From an optimization exercise on the open Yosys and OpenROAD flow, aimed at small area, a short achievable clock period and few clock cycles; shortcuts taken in it are not production practice.

Setup of run 1:
Design sqrt_u32, start of the top module:
module sqrt_u32(
        input             clk,
        input             rst_n,
        input             vld_in,
        input      [31:0] x,
        output reg        vld_out,
        output     [15:0] y
    );
    reg          busy;
    reg [2:0]    c;                         
    reg [16:0]   r;                         
    reg [13:0]   xh;                        
    reg [15:0]   z;                         
    assign y = z;
    function [32:0] step(input [32:0] rq, input [1:0] xx);
        reg [18:0] a;
        reg [18:0] b;
        reg [18:0] d;
        reg        s;
        begin
            s = rq[32];
            a = {rq[32:16], xx};
            b = {{2{~s}}, rq[14:0] ^ {15{~s}}, 1'b1, s};
            d = a + b + {18'd0, ~s};
            step = {d[16:0], rq[14:0], ~d[18]};
        end
    endfunction
    function [18:0] first(input [3:0] top);
        begin
            case (top)
            4'd0: first = {17'h1ffff, 2'd0};
            4'd1: first = {17'h00000, 2'd1};
            4'd2: first = {17'h00001, 2'd1};
            4'd3: first = {17'h00002, 2'd1};
            4'd4: first = {17'h1fffb, 2'd2};
            4'd5: first = {17'h1fffc, 2'd2};
            4'd6: first = {17'h1fffd, 2'd2};
            4'd7: first = {17'h1fffe, 2'd2};
            4'd8: first = {17'h1ffff, 2'd2};
            4'd9: first = {17'h00000, 2'd3};
            4'd10: first = {17'h00001, 2'd3};
            4'd11: first = {17'h00002, 2'd3};
            4'd12: first = {17'h00003, 2'd3};
            4'd13: first = {17'h00004, 2'd3};
            4'd14: first = {17'h00005, 2'd3};
            4'd15: first = {17'h00006, 2'd3};
            default: first = 19'd0;
            endcase
        end
    endfunction
  ...
==> module sqrt_u32, before the edit <==
module sqrt_u32(
        input             clk,
        input             rst_n,
        input             vld_in,
        input      [31:0] x,
        output reg        vld_out,
        output     [15:0] y
    );
    reg          busy;
    reg [2:0]    c;                         
    reg [16:0]   r;                         
    reg [13:0]   xh;                        
    reg [15:0]   z;                         
    assign y = z;
    function [32:0] step(input [32:0] rq, input [1:0] xx);
        reg [18:0] a;
        reg [18:0] b;
        reg [18:0] d;
        reg        s;
        begin
            s = rq[32];
            a = {rq[32:16], xx};
            b = {{2{~s}}, rq[14:0] ^ {15{~s}}, 1'b1, s};
            d = a + b + {18'd0, ~s};
            step = {d[16:0], rq[14:0], ~d[18]};
        end
    endfunction
    function [18:0] first(input [3:0] top);
        begin
            case (top)
            4'd0: first = {17'h1ffff, 2'd0};
            4'd1: first = {17'h00000, 2'd1};
            4'd2: first = {17'h00001, 2'd1};
            4'd3: first = {17'h00002, 2'd1};
            4'd4: first = {17'h1fffb, 2'd2};
            4'd5: first = {17'h1fffc, 2'd2};
            4'd6: first = {17'h1fffd, 2'd2};
            4'd7: first = {17'h1fffe, 2'd2};
            4'd8: first = {17'h1ffff, 2'd2};
            4'd9: first = {17'h00000, 2'd3};
            4'd10: first = {17'h00001, 2'd3};
            4'd11: first = {17'h00002, 2'd3};
            4'd12: first = {17'h00003, 2'd3};
            4'd13: first = {17'h00004, 2'd3};
            4'd14: first = {17'h00005, 2'd3};
            4'd15: first = {17'h00006, 2'd3};
            default: first = 19'd0;
            endcase
        end
    endfunction
    wire [14:0] valid = {1'b0, c >= 3'd6, c >= 3'd6, c >= 3'd5, c >= 3'd5, c >= 3'd4, c >= 3'd4, c >= 3'd3, c >= 3'd3, c >= 3'd2, c >= 3'd2, c >= 3'd1, c >= 3'd1, 1'b1, 1'b1};
    wire [18:0] ld = first(x[31:28]);
    reg [32:0] it;                          
    integer k;
    always @* begin
        it = {r, 1'b0, z[14:0] & valid};
        for (k = 0; k < 2; k = k + 1)
            it = step(it, {xh[13-k], z[15-k]});
    end
    always @(posedge clk or negedge rst_n) begin
        if (!rst_n) begin
            busy    <= 1'b0;
            vld_out <= 1'b0;
        end else begin
            vld_out <= busy && c == 3'd6;
            if (!busy)
                busy <= vld_in;
            else if (c == 3'd6)
                busy <= 1'b0;
        end
    end
    always @(posedge clk) begin
        if (!busy) begin
            r  <= ld[18:2];
            xh <= {x[27], x[25], x[23], x[21], x[19], x[17], x[15], x[13], x[11], x[9], x[7], x[5], x[3], x[1]};
            z  <= {x[26], x[24], x[22], x[20], x[18], x[16], x[14], x[12], x[10], x[8], x[6], x[4], x[2], x[0], ld[1:0]};
            c  <= 3'd0;
        end else begin
            r  <= it[32:16];
            xh <= xh << 2;
            z  <= {z[13:0], it[1:0]};
            c  <= c + 3'd1;
        end
    end
endmodule
clock: 10.0 ns
lec_check: 0
cap_margin: 20
core_margin: 2
core_utilization: 40
slew_margin: 20
standard.sh (not shown) runs the stock make flow with config.mk's settings and CLKGATE_MAP_FILE= SYNTH_SCRIPT=/design/flow/synth_recipe.tcl, a recipe that flattens the netlist after the stock synthesis.
==> flow/flow/run.sh <==
#!/bin/bash
set -euo pipefail
MARGIN=$(cat flow/margin.txt)
bash standard.sh \
  "SETUP_SLACK_MARGIN=$MARGIN" \
  "BUFFER_PORTS_ARGS=-buffer_cell sky130_fd_sc_hd__buf_1" \
  finish > standard.log 2>&1
==> flow/flow/margin.txt <==
6.2
Run 1: all stages complete, timing, DRC and antenna checks passed
diff inputs: run 1 => run 5
--- a/flow/design.v
+++ b/flow/design.v
@@ -48,12 +48,25 @@
             endcase
         end
     endfunction
-    wire [14:0] valid = {1'b0, c >= 3'd6, c >= 3'd6, c >= 3'd5, c >= 3'd5, c >= 3'd4, c >= 3'd4, c >= 3'd3, c >= 3'd3, c >= 3'd2, c >= 3'd2, c >= 3'd1, c >= 3'd1, 1'b1, 1'b1};
+    function [14:0] valid(input [2:0] cyc);
+        begin
+            case (cyc)
+            3'd0: valid = 15'b000000000000011;
+            3'd1: valid = 15'b000000000001111;
+            3'd2: valid = 15'b000000000111111;
+            3'd3: valid = 15'b000000011111111;
+            3'd4: valid = 15'b000001111111111;
+            3'd5: valid = 15'b000111111111111;
+            3'd6: valid = 15'b011111111111111;
+            default: valid = 15'h7fff;
+            endcase
+        end
+    endfunction
     wire [18:0] ld = first(x[31:28]);
     reg [32:0] it;                          
     integer k;
     always @* begin
-        it = {r, 1'b0, z[14:0] & valid};
+        it = {r, 1'b0, z[14:0] & valid(c)};
         for (k = 0; k < 2; k = k + 1)
             it = step(it, {xh[13-k], z[15-k]});
     end
Notes after the runs:
Run 1 and run 5 ended up with roughly the same part of the Yosys area used for sequential elements. In run 5 the routed wire length turned out 1.2% higher than in run 1. Run comparison: run 5 end point of the critical path z[0]; run 1 end point of the critical path r[15]. Taking run 1 as the reference, in run 5 layout-stage area growth over the synthesis result picked up an extra 2.2 points; global routing usage summed across all routing layers picked up an extra 0.80 points; total placed cells including tap cells picked up an extra 5. Between run 5 and run 1, clock buffer count is higher for run 1, run 5 comes in under that. As far as clock sink count goes, run 5 and run 1 are indistinguishable; the numbers are identical.
Function was not checked in any run of this note: the RTL went through the layout flow alone.

==> separate check: timing with driven ports <==
Ports are ideal in the flow. The routed layouts listed here were re-timed in OpenROAD.
Step 1 sets driving cells, clkbuf_16 on the clock port and buf_2 on the other inputs (assumed; they add their load-dependent delay and slew).
Step 2 times the ports against the registers' clock, not the clock port: input delays grow and output delays shrink by t, the midpoint of the rising clock arrivals with the driver on.
Three values: ideal, step 1, step 2; two values: the first two.
| run | t (ns) | setup WS [ns] | clock arrival spread, ns | worst slew at a driven data input, ns | pins driven straight from the clock port |
|---|---|---|---|---|---|
| run 1 | 0.342 | 5.110 / 5.110 / 5.110 | 0.008 / 0.008 | 0.04 | 1 |
| run 5 | 0.350 | 5.107 / 5.107 / 5.107 | 0.009 / 0.008 | 0.04 | 1 |
After both steps every run listed still meets setup and hold.
